Background: an optimization exercise with open tools, aiming at small area and a short achievable clock period. Do not read the settings as production practice.
The RTL was checked by simulation tests, not by an equivalence proof against the original design.

## flow/design.v (module list and top-level ports; edited modules follow where they fit)
// module fir_pipe_1: 841 lines
// module fa3: 4 lines
module fir_pipe_1(
    input clk,
    input reset_p,
    input [15:0]x,
    output [15:0]y
    );
  // ...
==> flow/run.sh <==
#!/bin/bash
# synth_recipe.tcl (not shown) runs the flow's synth.tcl, then flattens the netlist and writes it again
# the make line also repeats each setting of config.mk as NAME=value (left out here)
make -C /OpenROAD-flow-scripts/flow DESIGN_CONFIG=/design/flow/config.mk WORK_HOME=/design/flow/orfs CLKGATE_MAP_FILE= SYNTH_SCRIPT=/design/flow/synth_recipe.tcl finish
==> flow/config.mk <==
export PLATFORM = sky130hd
export DESIGN_NAME = fir_pipe_1
export DESIGN_NICKNAME = fir_pipe_1
export VERILOG_FILES = /design/flow/design.v
export SDC_FILE = /design/flow/constraint.sdc
export NUM_CORES = 4
export LEC_CHECK = 0
export CAP_MARGIN = 20
export CORE_MARGIN = 2
export CORE_UTILIZATION = 40
export SLEW_MARGIN = 20
export SYNTH_HIERARCHICAL = 1
==> flow/constraint.sdc <==
create_clock -name core_clock -period 10.0 [get_ports {clk}]
set_input_delay 2.0000 -clock core_clock [delete_from_list [all_inputs] [get_ports {clk}]]
set_output_delay 2.0000 -clock core_clock [all_outputs]
set_load 0.01 [all_outputs]
==> impl_results.md, run 1 <==
- Status: complete, no violations
- Flip-flop and latch area: ~0.013 mm²
- Crit start category: register
- Initial antenna violation count: 0
- Post-synthesis sequential area ratio: 0.501
- Multi-input gate area: 0.0124 mm²
- R2R Path Start: rr[21]$_DFF_PP1_
- Clock root cell: clkbuf_16
- Row cnt: 93
- Clk buf depth: 3
- Syn Nets: between 2,000 and 2,500
- Hold Crit Class: register to register
- Met3 wire length: 2.83 mm
- Crit path required time: ~11,000 ps
- Max reg flops: between 300 and 400
- Post-Synth XOR/XNOR Area: 0.0241
- Via count: 13,000
- Final setup viols: 0
- Gp weighted congestion: ~0.92
- Detailed Place HPWL: about 44 mm
- Peak Freq: about 260 MHz
- Initial Utilization: 0.403
- DP Area: ~0.027 mm²
- Post-route ant nets: 0
- Worst path slowest cell: a311oi_1
- WP depth: 10
- Most common cell in the netlist: dfrtp_1
- Total Routing Usage GR: 0.181
- Die area: approximately 0.067 mm²
- Top Layer Used: met4
- Seq cells: 520
- Largest stage delay on the critical path: roughly 930 ps
- Nonclk inv count: 125
- RSZ-0062 raised after global routing: no
==> inputs of run 2 (changes only) <==
--- a/flow/design.v
+++ b/flow/design.v
@@ -705,141 +705,141 @@
     wire fs657, fc658;
     fa3 ufs657 (.a(fc550), .b(fs555), .c(fc552), .s(fs657), .co(fc658));
     wire fs659, fc660;
     fa3 ufs659 (.a(p4[14]), .b(d[15][15]), .c(d[15][13]), .s(fs659), .co(fc660));
     wire fs661, fc662;
     fa3 ufs661 (.a(p3[16]), .b(~p3[15]), .c(fc556), .s(fs661), .co(fc662));
     wire fs663, fc664;
     fa3 ufs663 (.a(p3[16]), .b(p4[15]), .c(d[15][14]), .s(fs663), .co(fc664));
-    reg [117:0] rr;
-    wire [117:0] rr_d = {p3[16], d[15][15], p4[16], fc664, p3[15], fs663, fc662, fc660, fs661, fs659, fc658, fc656, fs657, fs655, fc654, fc652, fs653, fs651, fc650, fc648, fs649, fs647, fc646, fc644, fs645, fs643, fc642, fc640, fs641, fs639, fc638, fc636, fs637, fs635, fc634, fc632, fs633, fs631, fc630, fc628, fs629, fs627, fc626, fc624, fs625, fs623, fc622, fc620, fs621, fs619, fc618, fc616, fs617, fs615, fc614, fc612, fs613, fs611, fc610, fc608, fs609, fs607, fc606, fc604, fs605, fs603, fc602, fc600, fs601, fs599, fc598, fc596, fs597, fs595, fc594, fc592, fs593, fs591, fc590, fc588, fs589, fs587, fc586, fc584, fs585, fs583, fc582, fc580, fs581, fs579, fc578, fc576, fs577, fs575, fc574, fc572, fs573, fs571, fc570, fc568, fs569, fs567, fc566, fc564, fs565, fs563, fc562, fc560, p1[1], fs561, fs559, fc558, p1[0], d[15][0], p4[0], fs557, p2[0], p1[0]};
-    always @(posedge clk or posedge reset_p)
-        if (reset_p) rr <= 118'h2009030300122280030000222800;
-        else rr <= rr_d;
     wire fs665, fc666;
-    assign fs665 = rr[2] ^ rr[3];
-    assign fc666 = rr[2] & rr[3];
+    assign fs665 = p4[0] ^ d[15][0];
+    assign fc666 = p4[0] & ~d[15][0];
     wire fs667, fc668;
-    fa3 ufs667 (.a(rr[6]), .b(rr[7]), .c(rr[8]), .s(fs667), .co(fc668));
+    fa3 ufs667 (.a(~p1[1]), .b(fc558), .c(fs561), .s(fs667), .co(fc668));
     wire fs669, fc670;
-    fa3 ufs669 (.a(rr[10]), .b(rr[11]), .c(rr[12]), .s(fs669), .co(fc670));
+    fa3 ufs669 (.a(fc562), .b(fc560), .c(fs563), .s(fs669), .co(fc670));
     wire fs671, fc672;
-    fa3 ufs671 (.a(rr[14]), .b(rr[16]), .c(~rr[15]), .s(fs671), .co(fc672));
+    fa3 ufs671 (.a(fc564), .b(fs567), .c(~fc566), .s(fs671), .co(fc672));
     wire fs673, fc674;
-    fa3 ufs673 (.a(rr[18]), .b(rr[21]), .c(~rr[19]), .s(fs673), .co(fc674));
+    fa3 ufs673 (.a(~fc568), .b(fs571), .c(fc570), .s(fs673), .co(fc674));
     wire fs675, fc676;
-    fa3 ufs675 (.a(rr[23]), .b(rr[24]), .c(~rr[22]), .s(fs675), .co(fc676));
+    fa3 ufs675 (.a(~fc572), .b(fc574), .c(fs575), .s(fs675), .co(fc676));
     wire fs677, fc678;
-    fa3 ufs677 (.a(rr[26]), .b(rr[28]), .c(~rr[27]), .s(fs677), .co(fc678));
+    fa3 ufs677 (.a(fc576), .b(fs579), .c(~fc578), .s(fs677), .co(fc678));
     wire fs679, fc680;
-    fa3 ufs679 (.a(rr[30]), .b(rr[32]), .c(~rr[31]), .s(fs679), .co(fc680));
+    fa3 ufs679 (.a(fc580), .b(~fs585), .c(fs583), .s(fs679), .co(fc680));
     wire fs681, fc682;
-    fa3 ufs681 (.a(rr[34]), .b(rr[37]), .c(~rr[35]), .s(fs681), .co(fc682));
+    fa3 ufs681 (.a(fc586), .b(fs587), .c(~fc584), .s(fs681), .co(fc682));
     wire fs683, fc684;
-    fa3 ufs683 (.a(rr[39]), .b(rr[40]), .c(~rr[38]), .s(fs683), .co(fc684));
+    fa3 ufs683 (.a(~fc588), .b(fc590), .c(fs591), .s(fs683), .co(fc684));
     wire fs685, fc686;
-    fa3 ufs685 (.a(rr[42]), .b(rr[45]), .c(~rr[43]), .s(fs685), .co(fc686));
+    fa3 ufs685 (.a(~fc592), .b(fc594), .c(fs595), .s(fs685), .co(fc686));
     wire fs687, fc688;
-    fa3 ufs687 (.a(rr[47]), .b(rr[49]), .c(~rr[46]), .s(fs687), .co(fc688));
+    fa3 ufs687 (.a(fc596), .b(~fc598), .c(fs599), .s(fs687), .co(fc688));
     wire fs689, fc690;
-    fa3 ufs689 (.a(rr[51]), .b(rr[53]), .c(~rr[50]), .s(fs689), .co(fc690));
+    fa3 ufs689 (.a(fc602), .b(fs605), .c(~fc600), .s(fs689), .co(fc690));
     wire fs691, fc692;
-    fa3 ufs691 (.a(rr[55]), .b(rr[57]), .c(~rr[54]), .s(fs691), .co(fc692));
+    fa3 ufs691 (.a(fs607), .b(~fc606), .c(fc604), .s(fs691), .co(fc692));
     wire fs693, fc694;
-    fa3 ufs693 (.a(rr[59]), .b(rr[61]), .c(~rr[58]), .s(fs693), .co(fc694));
+    fa3 ufs693 (.a(fc608), .b(fs611), .c(~fc610), .s(fs693), .co(fc694));
     wire fs695, fc696;
-    fa3 ufs695 (.a(rr[63]), .b(rr[65]), .c(~rr[62]), .s(fs695), .co(fc696));
+    fa3 ufs695 (.a(fc614), .b(fs617), .c(~fc612), .s(fs695), .co(fc696));
     wire fs697, fc698;
-    fa3 ufs697 (.a(rr[67]), .b(rr[69]), .c(~rr[66]), .s(fs697), .co(fc698));
+    fa3 ufs697 (.a(fc618), .b(fs621), .c(~fc616), .s(fs697), .co(fc698));
     wire fs699, fc700;
-    fa3 ufs699 (.a(rr[71]), .b(rr[73]), .c(~rr[70]), .s(fs699), .co(fc700));
+    fa3 ufs699 (.a(fc622), .b(fs625), .c(~fc620), .s(fs699), .co(fc700));
     wire fs701, fc702;
-    fa3 ufs701 (.a(rr[75]), .b(rr[77]), .c(~rr[74]), .s(fs701), .co(fc702));
+    fa3 ufs701 (.a(~fc624), .b(fc626), .c(fs629), .s(fs701), .co(fc702));
     wire fs703, fc704;
-    fa3 ufs703 (.a(rr[79]), .b(rr[81]), .c(~rr[78]), .s(fs703), .co(fc704));
+    fa3 ufs703 (.a(fc628), .b(fs631), .c(~fc630), .s(fs703), .co(fc704));
     wire fs705, fc706;
-    fa3 ufs705 (.a(rr[83]), .b(rr[85]), .c(~rr[82]), .s(fs705), .co(fc706));
+    fa3 ufs705 (.a(fc632), .b(fs635), .c(~fc634), .s(fs705), .co(fc706));
     wire fs707, fc708;
-    fa3 ufs707 (.a(rr[87]), .b(rr[89]), .c(~rr[86]), .s(fs707), .co(fc708));
+    fa3 ufs707 (.a(fs639), .b(fc636), .c(~fc638), .s(fs707), .co(fc708));
     wire fs709, fc710;
-    fa3 ufs709 (.a(rr[91]), .b(rr[93]), .c(~rr[90]), .s(fs709), .co(fc710));
+    fa3 ufs709 (.a(~fs645), .b(fc640), .c(fs643), .s(fs709), .co(fc710));
     wire fs711, fc712;
-    fa3 ufs711 (.a(rr[94]), .b(rr[96]), .c(rr[97]), .s(fs711), .co(fc712));
+    fa3 ufs711 (.a(fs647), .b(fc644), .c(fs649), .s(fs711), .co(fc712));
     wire fs713, fc714;
-    fa3 ufs713 (.a(rr[98]), .b(rr[99]), .c(rr[101]), .s(fs713), .co(fc714));
+    fa3 ufs713 (.a(fc648), .b(fs653), .c(fc650), .s(fs713), .co(fc714));
     wire fs715, fc716;
-    fa3 ufs715 (.a(rr[102]), .b(rr[105]), .c(~rr[103]), .s(fs715), .co(fc716));
+    fa3 ufs715 (.a(~fs655), .b(fc652), .c(fs657), .s(fs715), .co(fc716));
     wire fs717, fc718;
-    fa3 ufs717 (.a(rr[107]), .b(rr[108]), .c(rr[109]), .s(fs717), .co(fc718));
+    fa3 ufs717 (.a(fs659), .b(~fc656), .c(fs661), .s(fs717), .co(fc718));
     wire fs719, fc720;
-    fa3 ufs719 (.a(rr[110]), .b(rr[111]), .c(rr[112]), .s(fs719), .co(fc720));
+    fa3 ufs719 (.a(p3[15]), .b(fc660), .c(fs663), .s(fs719), .co(fc720));
     wire fs721, fc722;
-    fa3 ufs721 (.a(rr[115]), .b(rr[116]), .c(rr[117]), .s(fs721), .co(fc722));
+    fa3 ufs721 (.a(p4[16]), .b(d[15][15]), .c(p3[16]), .s(fs721), .co(fc722));
+    reg [89:0] rr;
+    wire [89:0] rr_d = {fc722, fc664, fs721, fc720, fc662, fs719, fc718, fc658, fs717, fc716, fc654, fs715, fc714, fs651, fs713, fc712, fc646, fs711, fc710, fc642, fs709, fc708, fs641, fs707, fc706, fs637, fs705, fc704, fs633, fs703, fc702, fs627, fs701, fc700, fs623, fs699, fc698, fs619, fs697, fc696, fs615, fs695, fc694, fs613, fs693, fc692, fs609, fs691, fc690, fs603, fs689, fc688, fs601, fs687, fc686, fs597, fs685, fc684, fs593, fs683, fc682, fs589, fs681, fc680, fc582, fs679, fc678, fs581, fs677, fc676, fs577, fs675, fc674, fs573, fs673, fc672, fs569, fs671, fc670, fs565, fs669, fc668, fs559, fs667, fc666, fs557, p1[0], fs665, p2[0], p1[0]};
+    always @(posedge clk or posedge reset_p)
+        if (reset_p) rr <= 90'h84938e25c68938925b640;
+        else rr <= rr_d;
     wire fs723, fc724;
-    assign fs723 = rr[4] ^ rr[5];
-    assign fc724 = ~rr[4] & ~rr[5];
+    assign fs723 = rr[4] ^ rr[2];
+    assign fc724 = rr[4] & ~rr[2];
     wire fs725, fc726;
-    fa3 ufs725 (.a(~rr[9]), .b(fc666), .c(fs667), .s(fs725), .co(fc726));
+    fa3 ufs725 (.a(rr[5]), .b(rr[6]), .c(rr[7]), .s(fs725), .co(fc726));
     wire fs727, fc728;
-    fa3 ufs727 (.a(~rr[13]), .b(fc668), .c(fs669), .s(fs727), .co(fc728));
+    fa3 ufs727 (.a(rr[8]), .b(rr[9]), .c(~rr[10]), .s(fs727), .co(fc728));
     wire fs729, fc730;
-    fa3 ufs729 (.a(~rr[17]), .b(fc670), .c(fs671), .s(fs729), .co(fc730));
+    fa3 ufs729 (.a(rr[11]), .b(rr[12]), .c(~rr[13]), .s(fs729), .co(fc730));
     wire fs731, fc732;
-    fa3 ufs731 (.a(~rr[20]), .b(fc672), .c(fs673), .s(fs731), .co(fc732));
+    fa3 ufs731 (.a(rr[14]), .b(rr[16]), .c(~rr[15]), .s(fs731), .co(fc732));
     wire fs733, fc734;
-    fa3 ufs733 (.a(~rr[25]), .b(fc674), .c(fs675), .s(fs733), .co(fc734));
+    fa3 ufs733 (.a(~rr[18]), .b(rr[17]), .c(rr[19]), .s(fs733), .co(fc734));
     wire fs735, fc736;
-    fa3 ufs735 (.a(~rr[29]), .b(fc676), .c(fs677), .s(fs735), .co(fc736));
+    fa3 ufs735 (.a(rr[20]), .b(rr[21]), .c(~rr[22]), .s(fs735), .co(fc736));
     wire fs737, fc738;
-    fa3 ufs737 (.a(~rr[33]), .b(fc678), .c(fs679), .s(fs737), .co(fc738));
+    fa3 ufs737 (.a(rr[23]), .b(rr[24]), .c(~rr[25]), .s(fs737), .co(fc738));
     wire fs739, fc740;
-    fa3 ufs739 (.a(~rr[36]), .b(fc680), .c(fs681), .s(fs739), .co(fc740));
+    fa3 ufs739 (.a(rr[26]), .b(rr[28]), .c(~rr[27]), .s(fs739), .co(fc740));
     wire fs741, fc742;
-    fa3 ufs741 (.a(~rr[41]), .b(fc682), .c(fs683), .s(fs741), .co(fc742));
+    fa3 ufs741 (.a(~rr[30]), .b(rr[29]), .c(rr[31]), .s(fs741), .co(fc742));
     wire fs743, fc744;
-    fa3 ufs743 (.a(~rr[44]), .b(fc684), .c(fs685), .s(fs743), .co(fc744));
+    fa3 ufs743 (.a(rr[32]), .b(rr[34]), .c(~rr[33]), .s(fs743), .co(fc744));
     wire fs745, fc746;
-    fa3 ufs745 (.a(~rr[48]), .b(fc686), .c(fs687), .s(fs745), .co(fc746));
+    fa3 ufs745 (.a(~rr[37]), .b(rr[35]), .c(rr[36]), .s(fs745), .co(fc746));
     wire fs747, fc748;
-    fa3 ufs747 (.a(~rr[52]), .b(fc688), .c(fs689), .s(fs747), .co(fc748));
+    fa3 ufs747 (.a(~rr[39]), .b(rr[38]), .c(rr[40]), .s(fs747), .co(fc748));
     wire fs749, fc750;
-    fa3 ufs749 (.a(~rr[56]), .b(fc690), .c(fs691), .s(fs749), .co(fc750));
+    fa3 ufs749 (.a(rr[41]), .b(rr[43]), .c(~rr[42]), .s(fs749), .co(fc750));
     wire fs751, fc752;
-    fa3 ufs751 (.a(~rr[60]), .b(fc692), .c(fs693), .s(fs751), .co(fc752));
+    fa3 ufs751 (.a(~rr[46]), .b(rr[44]), .c(rr[45]), .s(fs751), .co(fc752));
     wire fs753, fc754;
-    fa3 ufs753 (.a(~rr[64]), .b(fc694), .c(fs695), .s(fs753), .co(fc754));
+    fa3 ufs753 (.a(~rr[48]), .b(rr[47]), .c(rr[49]), .s(fs753), .co(fc754));
     wire fs755, fc756;
-    fa3 ufs755 (.a(~rr[68]), .b(fc696), .c(fs697), .s(fs755), .co(fc756));
+    fa3 ufs755 (.a(rr[50]), .b(rr[51]), .c(~rr[52]), .s(fs755), .co(fc756));
     wire fs757, fc758;
-    fa3 ufs757 (.a(~rr[72]), .b(fc698), .c(fs699), .s(fs757), .co(fc758));
+    fa3 ufs757 (.a(rr[53]), .b(rr[54]), .c(~rr[55]), .s(fs757), .co(fc758));
     wire fs759, fc760;
-    fa3 ufs759 (.a(~rr[76]), .b(fc700), .c(fs701), .s(fs759), .co(fc760));
+    fa3 ufs759 (.a(rr[56]), .b(rr[57]), .c(~rr[58]), .s(fs759), .co(fc760));
     wire fs761, fc762;
-    fa3 ufs761 (.a(~rr[80]), .b(fc702), .c(fs703), .s(fs761), .co(fc762));
+    fa3 ufs761 (.a(rr[59]), .b(rr[61]), .c(~rr[60]), .s(fs761), .co(fc762));
     wire fs763, fc764;
-    fa3 ufs763 (.a(~rr[84]), .b(fc704), .c(fs705), .s(fs763), .co(fc764));
+    fa3 ufs763 (.a(~rr[64]), .b(rr[62]), .c(rr[63]), .s(fs763), .co(fc764));
     wire fs765, fc766;
-    fa3 ufs765 (.a(~rr[88]), .b(fc706), .c(fs707), .s(fs765), .co(fc766));
+    fa3 ufs765 (.a(~rr[67]), .b(rr[65]), .c(rr[66]), .s(fs765), .co(fc766));
     wire fs767, fc768;
-    fa3 ufs767 (.a(~rr[92]), .b(fc708), .c(fs709), .s(fs767), .co(fc768));
+    fa3 ufs767 (.a(~rr[70]), .b(rr[68]), .c(rr[69]), .s(fs767), .co(fc768));
     wire fs769, fc770;
-    fa3 ufs769 (.a(rr[95]), .b(fc710), .c(~fs711), .s(fs769), .co(fc770));
+    fa3 ufs769 (.a(~rr[73]), .b(rr[71]), .c(rr[72]), .s(fs769), .co(fc770));
     wire fs771, fc772;
-    fa3 ufs771 (.a(~rr[100]), .b(fc712), .c(fs713), .s(fs771), .co(fc772));
+    fa3 ufs771 (.a(~rr[76]), .b(rr[74]), .c(rr[75]), .s(fs771), .co(fc772));
     wire fs773, fc774;
-    fa3 ufs773 (.a(rr[104]), .b(fc714), .c(~fs715), .s(fs773), .co(fc774));
+    fa3 ufs773 (.a(~rr[78]), .b(rr[77]), .c(rr[79]), .s(fs773), .co(fc774));
     wire fs775, fc776;
-    fa3 ufs775 (.a(~rr[106]), .b(fc716), .c(fs717), .s(fs775), .co(fc776));
+    fa3 ufs775 (.a(rr[80]), .b(rr[81]), .c(rr[82]), .s(fs775), .co(fc776));
     wire fs777, fc778;
-    fa3 ufs777 (.a(rr[113]), .b(fc718), .c(fs719), .s(fs777), .co(fc778));
+    fa3 ufs777 (.a(rr[83]), .b(rr[84]), .c(rr[85]), .s(fs777), .co(fc778));
     wire fs779, fc780;
-    fa3 ufs779 (.a(rr[114]), .b(fc720), .c(~fs721), .s(fs779), .co(fc780));
-    wire [31:0] fa_ = {1'b0, fc780, fc778, fc776, ~fc774, ~fc772, fc770, fc768, fc766, fc764, fc762, fc760, fc758, fc756, fc754, fc752, fc750, fc748, fc746, fc744, fc742, fc740, fc738, fc736, fc734, fc732, fc730, fc728, fc726, fc724, fs723, rr[0]};
-    wire [31:0] fb_ = {1'b0, ~fc722, fs779, fs777, fs775, ~fs773, ~fs771, fs769, fs767, fs765, fs763, fs761, fs759, fs757, fs755, fs753, fs751, fs749, fs747, fs745, fs743, fs741, fs739, fs737, fs735, fs733, fs731, fs729, fs727, fs725, fs665, rr[1]};
+    fa3 ufs779 (.a(rr[86]), .b(rr[88]), .c(~rr[87]), .s(fs779), .co(fc780));
+    wire [31:0] fa_ = {1'b0, fc780, fc778, fc776, ~fc774, ~fc772, ~fc770, ~fc768, ~fc766, ~fc764, fc762, fc760, fc758, fc756, ~fc754, ~fc752, fc750, ~fc748, ~fc746, fc744, ~fc742, fc740, fc738, fc736, ~fc734, fc732, fc730, fc728, fc726, fc724, ~fs723, rr[0]};
+    wire [31:0] fb_ = {1'b0, ~rr[89], fs779, fs777, fs775, ~fs773, ~fs771, ~fs769, ~fs767, ~fs765, ~fs763, fs761, fs759, fs757, fs755, ~fs753, ~fs751, fs749, ~fs747, ~fs745, fs743, ~fs741, fs739, fs737, fs735, ~fs733, fs731, fs729, fs727, fs725, ~rr[3], rr[1]};
     wire [31:0] acc = fa_ + fb_ + 32'd2147483648;
     reg [15:0] y_r;
     always @(posedge clk) y_r <= acc[31:16];
     assign y = y_r;
 endmodule
 module fa3(input a, input b, input c, output s, output co);
     assign s = a ^ b ^ c;
     assign co = (a & b) | (a & c) | (b & c);
==> run 2 against run 1 <==
  * Clock-buffer cell count fell by 9
  * Register-to-register slack improved by 50 ps
  * Sequential share of layout area fell by 1.6 points
  * Via count rose by 2.2%
  * Final area fell by 1.4%
  * Cell count rose by 1.3%
  * Critical path type unchanged
  * Critical endpoint is now rr[48]$_DFF_PP0_
  * Largest cell class is now multi-input combinational cells
==> impl_results.md, run 2 <==
- Status: complete, no violations
- Drt total wl: between 50 and 60 mm
- Initial Utilization: 0.404 (+0.000605)
- FF+latch count, synth: 494
- Synth top area share: 0.438
- Detailed Place HPWL: 45.2 mm (+3.6%)
- Synth async-reset ratio: 0.968
- Vias in the first global route: 15,200
- Setup Slack @ Placement: 5810 ps
- Post-synth EDFFs: 0
- TritonCTS clock tree: built
- Final Core Density: 0.455
- CTS resizes: 0
- Gp weighted congestion: 0.925 (+0.99%)
- CP Class: register to register
- Final setup viols: 0 (unchanged)
- Setup_tns: 0 ps
- Die Width: around 260 µm
- Worst setup EP type: register
- Min Tclk post-route: 3860 ps
- Initial DRT Pass Iterations: 5
- Period utilisation layout: 0.386
- Synthesized area: about 0.025 mm²
- Clk buf depth: 3 (unchanged)
- Chip height: about 260 µm
- FF-to-FF setup slack: approximately 6100 ps
- Total Routing Usage GR: 0.188 (+0.00756)
- Drt drc: 0
- DR iter-0 viols: between 800 and 900
- Critical path arrival: about 4300 ps
- Slew Viols, Final: 0
- Synth warn: 9
- Leading register cell type out of synthesis: dfrtp_1
- Worst-Margin Slew: 978 ps
- Vias per std cell: about 5
- Hold Crit Class: register to register
- Clock root cell: clkbuf_16
- Final Hold Viols: 0
- Top Registers: d x304, rr x89
- Max cap viols: 0
- Layout net count: 2,292
- H-tree levels: 2
- Hold_ws: about 340 ps
- Mapped Cells: about 1,700
- Area delta synth->final: 12.8%
- Commonest cells in the netlist: dfrtp_1, fa_1, inv_1
- Clock sinks: ~490
- Commonest non-fill, non-tap cell in the layout: dfrtp_1
- Via count: 13,300 (+2.2%)
- GRT overflow: 0
- Die area: 0.0654 mm² (-1.8%)
- Largest net degree at the start of global routing: roughly 140
- Post-route cell area: between 0.02 and 0.03 mm²
- CTS buffer count: just over 50
- RSZ-0062 raised after global routing: no
- Post-CTS setup buffers: 0
- Max FO, Critical Path: 9
- Largest area contributor in the netlist: dfrtp_1
- Io pins: 34
- Syn Nets: 2,201 (+1.9%)
- Crit path required time: 10,480 ps (-30 ps)
- Area contributors post-synth: dfrtp_1, fa_1, ha_1
- Most common cell in the netlist: dfrtp_1
- Library cells used by synthesis: 60
- Buffers on Ports: 33
- Row cnt: 92 (-1.1%)
- Core Footprint: 0.0629 mm²
- Post-route ant nets: 0 (unchanged)
- DP Area: 0.0268 mm² (-1.7%)
- Layout Skew: 22.8 ps
- Largest Register: d
- Final setup margin: 6140 ps
- Most frequent cells in the layout: dfrtp_1, fa_1, inv_1
- Peak Freq: 259 MHz (+1.4%)
- Global-route wire length before repair: slightly above 90 mm
- Clock-pin slew on the worst setup and hold paths: 60 ps
- Fillers: 5,568
- Post-synthesis sequential area ratio: 0.486 (-0.0155)
- Syn Area/Cell: between 15 and 20 µm²
- Initial antenna violation count: 2 (+2)
- Slew HR: 0.348
- Wire per inst: around 22 µm
- Worst-Skew Late Latency: between 600 and 700 ps
- Max reg flops: 304 (+0.33%)
- Hold buffer count at cts: 0
- Fraction of layout cells with a size suffix above 1: 0.0807
- Crit start category: register
-- run 2: cell types whose count changed in the layout (fill, tap and decap cells not counted), sizes merged, moves of 10 or more --
cell,delta
dfrtp,-42
nor3b,-10
inv,+40
o21ai,+32
nor2,+20
xnor2,+13
dfstp,+16
a21oi,+11
-- run 2: critical path, stage by stage (launching register included) --
cell     delay (ps)
dfrtp_1         730
fa_1            540
fa_1            470
fa_1            510
inv_1            50
fa_1            480
inv_1            50
fa_1            410
fa_1            500
-- run 2: kinds of logic (layout without fill, tap and decap cells) --
logic type | after synthesis | count (layout) | share of synthesized area
compound gates | 272 | 272 | 0.0696
buf+inv | 165 | 297 | 0.0245
fa+ha+maj | 505 | 505 | 0.362
simple gates | 166 | 166 | 0.0315
other cells | 0 | 1 | 0
flops | 494 | 494 | 0.486
xor+xnor | 76 | 76 | 0.0262
-- run 2: metrics by stage --
step | cells
floorplan | 1678
global placement | 2562
detailed placement | 2562
CTS | 2656
global route | 2656
finish | 2657
-- run 2: Yosys stat by module (local to each module, per instance) --
module,cells,area (µm²)
fir_pipe_1,1301,17800
fa3,1,20.0
-- run 2: final timing paths --
kind                       depth (start not counted)                   to          startpoint
min in group asynchronous                          3    d[1][5]$_DFF_PP0_             reset_p
setup / recovery                                   8     rr[48]$_DFF_PP0_  d[15][1]$_DFF_PP0_
max in group asynchronous                          4  d[18][10]$_DFF_PP0_             reset_p
setup reg to reg                                   8     rr[48]$_DFF_PP0_  d[15][1]$_DFF_PP0_
hold reg to reg                                    0    d[5][1]$_DFF_PP0_   d[4][1]$_DFF_PP0_
hold / removal                                     0    d[5][1]$_DFF_PP0_   d[4][1]$_DFF_PP0_
-- run 2: metal layers --
layer	global-route usage	vias up	wire [µm]
li1	-	5687	-
met2	0.301	351	27300
met1	0.263	7131	26200
met5	0	-	0
met4	0.0681	0	2120
met3	0.0291	116	2750
-- run 2: layout make-up --
cell class | instances | area, µm² | area share
repair buffers | 39 | 392 | 0.0137
multi-input cells | 1019 | 12400 | 0.434
clock buffers | 69 | 1460 | 0.0509
well taps | 846 | 1060 | 0.0370
diodes | 1 | 2.50 | 0.0000875
clock inverters | 25 | 329 | 0.0115
flip-flops and latches | 494 | 12300 | 0.431
inverters | 164 | 622 | 0.0217

port drivers added, routing unchanged:
No port has a modelled driver above. Below, the same layouts with a new extraction and two added sets of constraints.
Step 1 (the two cells are an assumption about what drives the block):
set clk [get_ports {clk}]
set_driving_cell -lib_cell sky130_fd_sc_hd__clkbuf_16 $clk
set_driving_cell -lib_cell sky130_fd_sc_hd__buf_2 [delete_from_list [all_inputs] $clk]
Step 2 moves the port delays by t, midway between the first and last clock arrival at a register: inputs arrive t later, outputs are due t later. That takes back most of the time a late clock gives input paths.
Three values: ideal ports, drivers, drivers and shift; two values: the first two.
run | t, ns | setup slack, ns | clock arrival spread, ns | worst data-port slew with drivers (ns)
run 1 | 0.660 | 6.090 / 6.090 / 5.897 | 0.034 / 0.034 | 0.03
run 2 | 0.670 | 6.144 / 6.144 / 6.041 | 0.024 / 0.024 | 0.04
After both steps setup and hold are still met in every run listed. For run 1, which loses most, drivers alone change the setup slack by 0.000 ns; drivers and shift together by -0.193 ns. Setup slack includes reset recovery checks.
